This design comes from an exercise in tuning for small area, a short achievable clock period and few clock cycles on the open sky130 flow, not from production work. In this exercise RTL edits were held to simulation tests only and were not proved equivalent to the original.

==> design/flow/design.v <==
`timescale 1ns/100ps
`default_nettype none
module m1(
input logic Clock,
input logic StartBit,
input logic Resetn,
input logic [15:0] ReadData,
output logic [15:0] WriteData,
output logic [17:0] SRAM_Address,
output logic Wen,
output logic StopBit
);
localparam logic [17:0] U_BASE   = 18'd38400;
localparam logic [17:0] V_BASE   = 18'd57600;
localparam logic [17:0] RGB_BASE = 18'd146944;
logic        run;
logic [2:0]  ph;       
logic [15:0] S;        
logic [7:0]  col;      
logic [17:0] Wa;       
wire wr_ok = (S >= 16'd5);    
always_ff @(posedge Clock or negedge Resetn) begin
	if (~Resetn) begin
		run <= 1'b0;
		ph <= 3'd0;
		S <= 16'd0;
		col <= 8'd156;
		Wa <= RGB_BASE;
		SRAM_Address <= 18'd0;
		Wen <= 1'b1;
		StopBit <= 1'b0;
	end else if (~run) begin
		if (StartBit && ~StopBit) begin
			run <= 1'b1;
			ph <= 3'd0;
			SRAM_Address <= U_BASE;
			Wen <= 1'b1;
		end
	end else begin
		case (ph)
		3'd0: begin
			ph <= 3'd1;
			SRAM_Address <= {2'b00, S - 16'd4};
			Wen <= 1'b1;
		end
		3'd1, 3'd2, 3'd3: begin
			ph <= ph + 3'd1;
			SRAM_Address <= Wa;
			Wen <= ~wr_ok;
			if (wr_ok) Wa <= Wa + 18'd1;
		end
		default: begin
			ph <= 3'd0;
			S <= S + 16'd1;
			col <= (col == 8'd159) ? 8'd0 : col + 8'd1;
			Wen <= 1'b1;
			if (S[0]) SRAM_Address <= U_BASE + {3'b000, S[15:1]} + 18'd1;
			else      SRAM_Address <= V_BASE + {3'b000, S[15:1]};
			if (~Wen && (&SRAM_Address)) begin
				StopBit <= 1'b1;
				run <= 1'b0;
			end
		end
		endcase
	end
end
logic [7:0] ut [0:5];
logic [7:0] vt [0:5];
logic [15:0] upend;
logic [7:0]  vpend;
always_ff @(posedge Clock) begin
	if (run && ph == 3'd2) begin
		for (int k = 0; k < 5; k++) begin
			ut[k] <= ut[k+1];
			vt[k] <= vt[k+1];
		end
		if (S[0]) begin
			ut[5] <= upend[15:8];
			vt[5] <= ReadData[15:8];
			vpend <= ReadData[7:0];
		end else begin
			ut[5] <= upend[7:0];
			upend <= ReadData;
			vt[5] <= vpend;
		end
	end
end
wire c0 = (col == 8'd0);
wire c1 = (col == 8'd1);
wire c157 = (col == 8'd157);
wire c158 = (col == 8'd158);
wire c159 = (col == 8'd159);
wire quirk = (S == 16'd6);       
wire usev = (ph == 3'd4);
logic [7:0] w [0:5];
always_comb for (int k = 0; k < 6; k++) w[k] = usev ? vt[k] : ut[k];
logic [7:0] a1, b1, a2, b2, a3, b3;
always_comb begin
	a1 = w[2];
	b1 = c159 ? w[2] : w[3];
	a2 = c0 ? w[2] : w[1];
	b2 = c159 ? w[2] : c158 ? w[3] : w[4];
	a3 = c0 ? w[2] : c1 ? w[1] : w[0];
	b3 = c159 ? w[2] : c158 ? w[3] : (c157 || quirk) ? w[4] : w[5];
end
wire [8:0] s1 = a1 + b1;
wire [8:0] s2 = a2 + b2;
wire [8:0] s3 = a3 + b3;
wire [16:0] isum = ({s1, 7'd0} + {s1, 5'd0} - s1) - ({s2, 6'd0} - {s2, 4'd0} + {s2, 2'd0})
                 + ({s3, 4'd0} + {s3, 2'd0} + s3) + 17'd32896;
logic [8:0] uo, vo;     
always_ff @(posedge Clock) begin
	if (ph == 3'd3) uo <= isum[16:8];
	if (ph == 3'd4) vo <= isum[16:8];
end
logic [15:0] yw;
always_ff @(posedge Clock) if (ph == 3'd3) yw <= ReadData;
wire odd = (ph == 3'd2);
wire [7:0] yy = odd ? yw[7:0] : yw[15:8];
wire [8:0] xu = odd ? uo : {1'b0, ut[2]};
wire [8:0] xv = odd ? vo : {1'b0, vt[2]};
wire signed [27:0] y = {20'd0, yy} - 28'd16;
wire signed [27:0] u = {19'd0, xu} - (odd ? 28'd256 : 28'd128);
wire signed [27:0] v = {19'd0, xv} - (odd ? 28'd256 : 28'd128);
wire signed [27:0] yt = (y <<< 16) + (y <<< 13) + (y <<< 11) + (y <<< 9) - (y <<< 2);
wire signed [27:0] sr = yt + (v <<< 17) - (v <<< 15) + (v <<< 13) - (v <<< 11) + (v <<< 7) + (v <<< 4) + (v <<< 2) - v;
wire signed [27:0] sg = yt - ((u <<< 15) - (u <<< 13) + (u <<< 10) + (u <<< 5) - (u <<< 3))
                           - ((v <<< 16) - (v <<< 14) + (v <<< 12) + (v <<< 5) + v);
wire signed [27:0] sb = yt + (u <<< 17) + (u <<< 10) + (u <<< 7) + (u <<< 5) - (u <<< 2) - u;
function automatic logic [7:0] clip(input logic signed [27:0] s);
	clip = s[27] ? 8'd0 : (|s[26:24]) ? 8'd255 : s[23:16];
endfunction
wire [7:0] rr = clip(sr);
wire [7:0] gg = clip(sg);
wire [7:0] bb = clip(sb);
logic [7:0]  bh;
logic [15:0] gbh;
always_ff @(posedge Clock) begin
	if (ph == 3'd1) begin
		WriteData <= {rr, gg};
		bh <= bb;
	end else if (ph == 3'd2) begin
		WriteData <= {bh, rr};
		gbh <= {gg, bb};
	end else if (ph == 3'd3) begin
		WriteData <= gbh;
	end
end
endmodule
==> design/flow/run.sh <==
#!/bin/bash
# synth_recipe.tcl (not shown) runs the flow's synth.tcl, then flattens the netlist and writes it again
# the make line also repeats each setting of config.mk as NAME=value (left out here)
make -C /OpenROAD-flow-scripts/flow DESIGN_CONFIG=/design/flow/config.mk WORK_HOME=/design/flow/orfs CLKGATE_MAP_FILE= SYNTH_SCRIPT=/design/flow/synth_recipe.tcl finish
==> design/flow/config.mk <==
export PLATFORM = sky130hd
export DESIGN_NAME = m1
export DESIGN_NICKNAME = m1
export VERILOG_FILES = /design/flow/design.v
export SDC_FILE = /design/flow/constraint.sdc
export NUM_CORES = 4
export LEC_CHECK = 0
export CAP_MARGIN = 20
export CORE_MARGIN = 2
export CORE_UTILIZATION = 40
export SLEW_MARGIN = 20
==> design/flow/constraint.sdc <==
create_clock -name core_clock -period 12.0 [get_ports {Clock}]
set_input_delay 2.4000 -clock core_clock [delete_from_list [all_inputs] [get_ports {Clock}]]
set_output_delay 2.4000 -clock core_clock [all_outputs]
set_load 0.01 [all_outputs]
==> flow_summary.json <==
{
  "cts_buffers": 28,
  "nets": 3225,
  "cts.clk_slew.worst_paths_ns": 0.06,
  "multi_input_area_sq_mm": 0.01711,
  "drc": 0,
  "max_freq_mhz": 92.50,
  "first_global_vias": 19220,
  "holdBufCountCts": 0,
  "synthArstFlopShare": 0.2538,
  "syn_avg_cell_area_sq_um": 10.42,
  "cpMostUsedCell": "inv_1",
  "status": "no timing/DRC/antenna violations",
  "yosys-top-cells-area": "edfxtp_1 22%, fa_1 21%, ha_1 15%",
  "setup_viol": 0,
  "min-delay-path-class": "flop to flop",
  "drt-total-wl_um": 70020,
  "synth_nets": 3157,
  "hpwl_um": 56240,
  "grt_pass1_wl_um": 111400,
  "netlist.area_leader.share": 0.2194,
  "relSlewSlack": 0.3039,
  "slew_violations": 0,
  "layout_commonest_cell": "inv_1",
  "setup_ws_ns": 1.189,
  "die-area_sq_mm": 0.06846,
  "cts_setup_buffers": 0,
  "tightest_slew_ns": 1.037,
  "initial_utilization": 0.4039,
  "endpoint_kind": "flop",
  "cts_resized": 0,
  "yosys_warnings": 4,
  "ioPinCount": 55,
  "cts_tree": "built",
  "yosysTopAreaCell": "edfxtp_1",
  "htree_levels": 1,
  "die_y_um": 261.6,
  "avgViaCountPerCell": 5.280,
  "regArea_sq_mm": 0.007491,
  "final_cell_mix": "473 x inv_1, 317 x ha_1, 272 x fa_1",
  "critical_path_class": "flop to flop",
  "dominantRegCellSynth": "edfxtp_1",
  "clk_latency_ns": 0.59,
  "fill_cells": 6125,
  "synthCells": 2549,
  "hold_viol": 0,
  "cts_max_path_buffers": 3,
  "rows": 94,
  "drive_gt1_frac": 0.05949,
  "dr.pass1.iters": 5,
  "clock_skew_ns": 0.02867,
  "pre_cts_slack_ns": 1.309,
  "start_kind": "flop",
  "ys_types": 90,
  "finalCritPeriodShare": 0.9009,
  "ys_seq_elements": 260,
  "drt_iter0_markers": 1224,
  "die_x_um": 261.6,
  "grt_start_max_net_pins": 97,
  "grt.total_usage": 0.2101,
  "postRouteAntennaNets": 0,
  "root_buffer": "clkbuf_16",
  "overflow": 0,
  "port_buffers": 54,
  "yosysSeqAreaShare": 0.2821,
  "cts.sinks": 260,
  "drv_cap": 0,
  "crit_arrival_ns": 11.15,
  "path_max_fanout": 13,
  "core_area_sq_mm": 0.06575,
  "grt_antenna_before_repair": 0,
  "detail_route.wl_per_cell_um": 19.99,
  "syn2layout_area_growth_pct": 9.886,
  "rsz0062_at_grt": "false",
  "synth_area_sq_mm": 0.02655,
  "finalCriticalPeriod_ns": 10.81,
  "synth_edf_count": 194,
  "r2r_slack_ns": 1.19,
  "crit_required_ns": 12.34,
  "insertedDiodeCount": 0,
  "gp_congestion": 0.8772,
  "vias": 18500,
  "critPathSlowestCell": "nor2b_4",
  "max_stage_delay_ns": 0.55,
  "fin_tns_setup_ns": 0
}
## critical path: cells and delay by family (launching register included)
| family | cells | cell delay [ns] |
|---|---|---|
| mux | 1 | 0.29 |
| flops | 1 | 0.40 |
| compound gates | 8 | 1.97 |
| simple gates | 10 | 2.57 |
| fa+ha+maj | 9 | 3.71 |
| buf+inv | 8 | 1.16 |
| xor+xnor | 1 | 0.43 |
## layer usage
layer / up-vias / GRT usage / share of wire
met5: - / 0 / 0
met4: 0 / 0.04372 / 0.018
met3: 71 / 0.02894 / 0.051
met2: 446 / 0.3434 / 0.47
met1: 9291 / 0.2982 / 0.46
li1: 8687 / - / -
## cell usage after synthesis (17+ instances only)
library cell  instances
o21ai_0              76
dfrtp_1              55
a21oi_1             140
nand4_1              25
edfxtp_1            194
o21bai_1             17
xnor2_1             128
inv_1               473
o21ai_1              18
mux2i_1              58
and3_1               24
o21a_1               25
nor3_1               25
xor2_1               36
nand3_1              32
mux2_2               25
clkbuf_1             35
nor2_1              121
nand2_1             178
a21o_1               29
fa_1                272
ha_1                317
## worst paths after layout
kind / to / start / cells after the start
setup / recovery: WriteData[6]$_DFFE_PN_ / ph[0]$_DFFE_PN0P_ / 37
hold / removal: ut[4][5]$_DFFE_PP_ / ut[5][5]$_DFFE_PP_ / 0
setup reg to reg: WriteData[6]$_DFFE_PN_ / ph[0]$_DFFE_PN0P_ / 37
hold reg to reg: ut[4][5]$_DFFE_PP_ / ut[5][5]$_DFFE_PP_ / 0
max in group asynchronous: S[15]$_DFFE_PN0P_ / Resetn / 2
min in group asynchronous: StopBit$_DFFE_PN0P_ / Resetn / 2
## cell type report
cell class	instances	area share
clock buffer	39	0.02762
clock inverter	13	0.004160
inverter	476	0.06124
multi-input combinational	1765	0.5865
sequential	260	0.2567
tap	864	0.03705
timing repair buffer	86	0.02672
## state kept, by name (all words and copies together) (netlist names)
register      cells
col               8
vt               48
gbh              16
ut               48
Wen               1
WriteData        16
uo                9
ph                3
upend            16
SRAM_Address     18
StopBit           1
vo                9
run               1
yw               16
S                16
vpend             8
bh                8
Wa               18
## cell families after synthesis
kind of cell    Yosys count  synth area share
mux                      96           0.04222
simple gates            494           0.08873
xor+xnor                167           0.05664
flops                   260            0.2821
compound gates          418            0.1013
buf+inv                 524           0.07441
fa+ha+maj               589            0.3545
other cells               1         0.0001412
## through the flow
step	instance area, sq um	utilization	instances	hold WS (ns)
after global routing	29180	0.4438	3503	0.4595
after global placement	28240	0.4296	3451	0.4266
after detailed placement	28250	0.4296	3451	0.4297
final	29180	0.4438	3503	0.4445
after floorplan	26550	-	2549	0.4174
after CTS	29170	0.4437	3503	0.4435
Testbench counts, summed over its fixed seeds: cycles 1,152,156.

-- afterwards: timing with drivers on the ports --
The flow's constraints put no driver on any port. The routed layout listed below was extracted and timed again, unchanged, in two steps.
Step 1 assumes that a clkbuf_16 drives the clock port and a buf_2 every other input.
Step 2 also shifts input and output timing later by t, the mid clock arrival at the registers, as if the neighbouring blocks saw the same clock.
Slacks: ideal / step 1 / step 2; pairs: ideal / step 1.
t, ns: 0.643
setup WS [ns]: 1.189 / 1.189 / 1.189
worst setup path after step 2: register to register
worst slew at a driven data input, ns: 0.03
After both steps setup and hold are still met in this run. For this run, drivers alone change the setup slack by 0.000 ns; drivers and shift together by 0.000 ns.
